Source: an optimization exercise on an open RTL-to-GDS flow (aim: small area and a short achievable clock period). Production flows keep margins and buffers that such runs may drop.
No functional check of the RTL was part of any run shown here.

==> flow/design.v (outline; a module is shown in full before it is edited, if it fits) <==
// module quadrature_decoder: 21 lines
// module StepperPositionController: 5673 lines
module StepperPositionController (
    input clk,
    input reset,
    input write,
    input [4:0] address,
    input signed [31:0] writedata,
    input read,
    output signed [31:0] readdata,
    output step,
    output dir,
    input A,
    input B,
    input I,
    output reg enable,
    output reg [1:0] MS,
    input endswitch
  );
  // ...
==> flow/run.sh <==
#!/bin/bash
# synth_recipe.tcl (not shown) runs the flow's synth.tcl, then flattens the netlist and writes it again
# the make line also repeats each setting of config.mk as NAME=value (left out here)
make -C /OpenROAD-flow-scripts/flow DESIGN_CONFIG=/design/flow/config.mk WORK_HOME=/design/flow/orfs CLKGATE_MAP_FILE= SYNTH_SCRIPT=/design/flow/synth_recipe.tcl finish
==> flow/config.mk <==
export PLATFORM = sky130hd
export DESIGN_NAME = StepperPositionController
export DESIGN_NICKNAME = StepperPositionController
export VERILOG_FILES = /design/flow/design.v
export SDC_FILE = /design/flow/constraint.sdc
export NUM_CORES = 4
export LEC_CHECK = 0
export ABC_AREA = 1
export CAP_MARGIN = 20
export CORE_MARGIN = 2
export CORE_UTILIZATION = 40
export CTS_BUF_LIST = sky130_fd_sc_hd__clkbuf_4
export SLEW_MARGIN = 20
==> flow/constraint.sdc <==
create_clock -name core_clock -period 100.0 [get_ports {clk}]
set_input_delay 20.0000 -clock core_clock [delete_from_list [all_inputs] [get_ports {clk}]]
set_output_delay 20.0000 -clock core_clock [all_outputs]
set_load 0.01 [all_outputs]
==> reports/metrics.cfg, run 1 <==
[cells_and_area]
inverters = 1277
area_growth_pct = 8.06
nFillCells = 14700
seq_cells = 655
antennaDiodeCount = 5
final_area_um2 = 64500
nonClkBufAreaFrac = 0.0251

[global_routing]
grt_max_degree = 115
grt_use_met1 = 0.379
busiest_layer = met2
grt_pass1_wl_um = 328000

[critical_path]
path_max_fanout = 20
arrival_ps = 23730
rrSetupSlack_ps = 66680
path_cells = clkdlybuf4s50_1 -> inv_1 -> nand2_1 -> nor2_1 -> inv_1 -> nor2_1 -> buf_4 -> clkinv_1 -> buf_4 -> o22ai_1 -> a2111oi_0 -> o2111ai_1 -> a2111o_1 -> clkdlybuf4s50_1

[status]
outcome = timing/DRC/antenna clean

[detailed_routing]
dr_wl_met2_um = 96500
ant_nets = 0

[run]
cap_violations = 0

[synth]
synth_top_family_by_area = adder cells
synth_area_leaders = dfrtp_1 25%, fa_1 22%, xor2_1 8.6%
synthSimpleGateAreaFrac = 0.0871
synth_most_common_cell = inv_1
async_flop_share = 1.00
synthMuxAreaShare = 0.00105
synthAdderAreaFrac = 0.266

[min_path]
hp-class = reg2reg

[timing]
maxSlewViolCount = 0
fin_crit_sh = 0.437
rsz0062_at_grt = false

[cts]
cts_resized = 0
clk_pin_slew_ps = 80

[placed_design]
place.gp.congestion = 0.933

[floorplan]
die_width_um = 390

==> run 2, diff against run 1 <==
--- a/flow/config.mk
+++ b/flow/config.mk
@@ -7,7 +7,8 @@
 export LEC_CHECK = 0
 export ABC_AREA = 1
-export CAP_MARGIN = 20
+export CAP_MARGIN = 0
 export CORE_MARGIN = 2
 export CORE_UTILIZATION = 40
-export CTS_BUF_LIST = sky130_fd_sc_hd__clkbuf_4
-export SLEW_MARGIN = 20
+export CTS_BUF_LIST = sky130_fd_sc_hd__clkbuf_8
+export CTS_CLUSTER_SIZE = 30
+export SLEW_MARGIN = 0
==> run 2 against run 1 <==
  * Setup slack got worse by 190 ps
  * Non-clock buffer count stayed put
  * Still clean
  * Critical path type unchanged
  * Global-route usage down 0.17 points
  * Clock skew fell by 40 ps
==> reports/metrics.cfg, run 2 <==
[status]
outcome = timing/DRC/antenna clean

[synth]
async_flop_share = 1.00  ; unchanged
synth_area_leaders = dfrtp_1 25%, fa_1 22%, xor2_1 8.6%
syn-cell-area_um2 = 59700
synth_most_common_cell = inv_1
synthSimpleGateAreaFrac = 0.0871  ; unchanged
synthTopCellsByCount = 1234 x inv_1, 980 x nand2_1, 729 x o22ai_1
synth_top_cell_by_area = dfrtp_1
synthAdderAreaFrac = 0.266  ; unchanged
yosysWarnings = 2
synthesis.nets = 7688
synthMuxAreaShare = 0.00105  ; unchanged
netlist.area_leader.share = 0.253
synth-seq-cells = 655
synth_ff_type = dfrtp_1
synth_compound_area_frac = 0.168
avgSynthCellArea_um2 = 8.81
syn_inst = 6773
yosysSeqAreaShare = 0.276
synth_xor_area_frac = 0.0955
synth_enable_flop_cells = 0
yosysUniqueCellTypes = 59
synth_top_family_by_area = adder cells

[floorplan]
core_um2 = 148000
ios = 82
core.rowCount = 141
die-height_um = 390
die_width_um = 390  ; unchanged
start_util = 0.404
fp.dieArea_um2 = 152000

[cells_and_area]
final_common_cell = inv_1
final_nets = 7572
most-common-layout-cells = 1264 x inv_1, 964 x nand2_1, 729 x o22ai_1
post-route-util = 0.435
fin_cells = 8668
final_area_um2 = 64300  ; -0.24%
area_growth_pct = 7.80
drive_gt1_frac = 0.0582

[run]
cap_violations = 0  ; unchanged

[detailed_routing]
drcViolationCount = 0
via_per_inst = 5.78
wl_per_cell_um = 25.0
wl_um = 217000
ant_nets = 0  ; unchanged
num_vias = 50100
drtPass1Iterations = 7
drtIter0Drc = 5502

[timing]
rsz0062_at_grt = false
fin_worst_skew_ps = 26.1
fin_setup_tns_ps = 0
min_period_ps = 43920
fin_crit_sh = 0.439  ; +0.00191
clock.fmax_mhz = 22.8
hold_viol_final = 0
relSlewSlack = 0.145
tightest_slew_ps = 1280
maxSlewViolCount = 0  ; unchanged
setup_violations = 0

[critical_path]
path_max_fanout = 23  ; +15%
crit_type = in2out
rr_worst_depth = 100
critPathLaunchType = primary input
arrival_ps = 23920  ; +190 ps
end_kind = output pin
crit_required_ps = 80000

[placed_design]
post_dp_cell_area_um2 = 62300
dp_hpwl_um = 157000
place_inst = 8480
place.gp.congestion = 0.933  ; unchanged
io_buffers = 79

[cts]
clk_pin_slew_ps = 70  ; about the same
cts.sinks = 655
cts-root-buf = clkbuf_8
clk_latency_ps = 800
clk_path_buf_depth = 3
post_cts_buffers = 0
tritoncts = yes
cts_buffers = 105
htree_num_levels = 3
cts_resized = 0  ; unchanged
holdBufCountCts = 0

[min_path]
min_path_cells = 0
hp-class = reg2reg

[global_routing]
grt_pass1_vias = 50400
grt_pass1_wl_um = 327000  ; -0.33%
grt.total_usage = 0.285
antenna_found_initial = 5
grt_max_degree = 115  ; unchanged
grt_overflow = 0

## run 2: cell counts after synthesis
No cell type changed its count.
## run 2: final timing paths
check                                          startpoint  slack (ps)                         to
worst min-delay path            quad_counter.a_delayed[0]         350  quad_counter.a_delayed[1]
worst max-delay path                           address[0]       56080                readdata[3]
min in group asynchronous                           reset       19740             result_freq[4]
max in group asynchronous                           reset       77830            integralMax[16]
worst max register to register                position[0]       66630                     res_nz
worst min register to register  quad_counter.a_delayed[0]         350  quad_counter.a_delayed[1]
## run 2: per-layer routing
metal  GRT usage  wire (um)  vias up
li1            -          -    21900
met1       0.382      87500    25000
met5           0         55        -
met4       0.143      12500        8
met2       0.437      96200     2574
met3      0.0628      20300      594
## run 2: stage by stage
step           setup WS [ps]  hold WS, ps
6_report               56080          352
5_1_grt                55870          364
4_1_cts                56090          352
3_5_place_dp           56100          341
3_3_place_gp           56100          335
2_1_floorplan          58480          331
## run 2: kinds of logic after synthesis
logic type	count (synthesis)
compound gates	1611
mux	6
xor+xnor	649
buf+inv	1689
simple gates	1293
flops	655
fa+ha+maj	870
## run 2: area by class of cell
cell class                      instances  area [um^2]
Fill cell                           14600        83500
Multi-Input combinational cell       4429        37000
Sequential cell                       655        16500
Inverter                             1277         4810
Tap cell                             1930         2410
Clock buffer                          128         1760
Timing Repair Buffer                  189         1620
Clock inverter                         57          299
Antenna cell                            3         7.51
## run 2: critical path, stage by stage
cell,delay (ps)
clkdlybuf4s50_1,550
nor2_1,70
inv_1,70
nor2_1,40
inv_1,140
nor2_1,300
a21oi_1,310
inv_1,70
buf_4,240
nand2_1,100
o211ai_1,80
a2111oi_0,600
o2111ai_1,400
a2111o_1,440
clkdlybuf4s50_1,500

## what the ideal ports hide
In the flow no input, the clock included, has a driving cell. The finished layouts below were timed again as built, in two steps.
Step 1 (the two cells are an assumption about what drives the block):
set clk [get_ports {clk}]
set_driving_cell -lib_cell sky130_fd_sc_hd__clkbuf_16 $clk
set_driving_cell -lib_cell sky130_fd_sc_hd__buf_2 [delete_from_list [all_inputs] $clk]
Step 2, shift: input delay + t, output delay - t, t = (earliest + latest rising clock arrival at the registers) / 2. This alone moves slack from input paths to output paths.
Three values: ideal, step 1, step 2; two values: the first two.
| run | t, ns | setup slack, ns | latest minus earliest clock arrival (ns) | worst register clock-pin slew, ns |
|---|---|---|---|---|
| run 1 | 1.136 | 56.269 / 56.229 / 56.229 | 0.068 / 0.068 | 0.09 / 0.09 |
| run 2 | 0.843 | 56.078 / 56.046 / 56.046 | 0.026 / 0.026 | 0.08 / 0.08 |
After both steps every run listed still meets setup and hold. The setup slack of run 1, which loses most, moves by -0.040 ns with the drivers and by -0.040 ns with both steps.
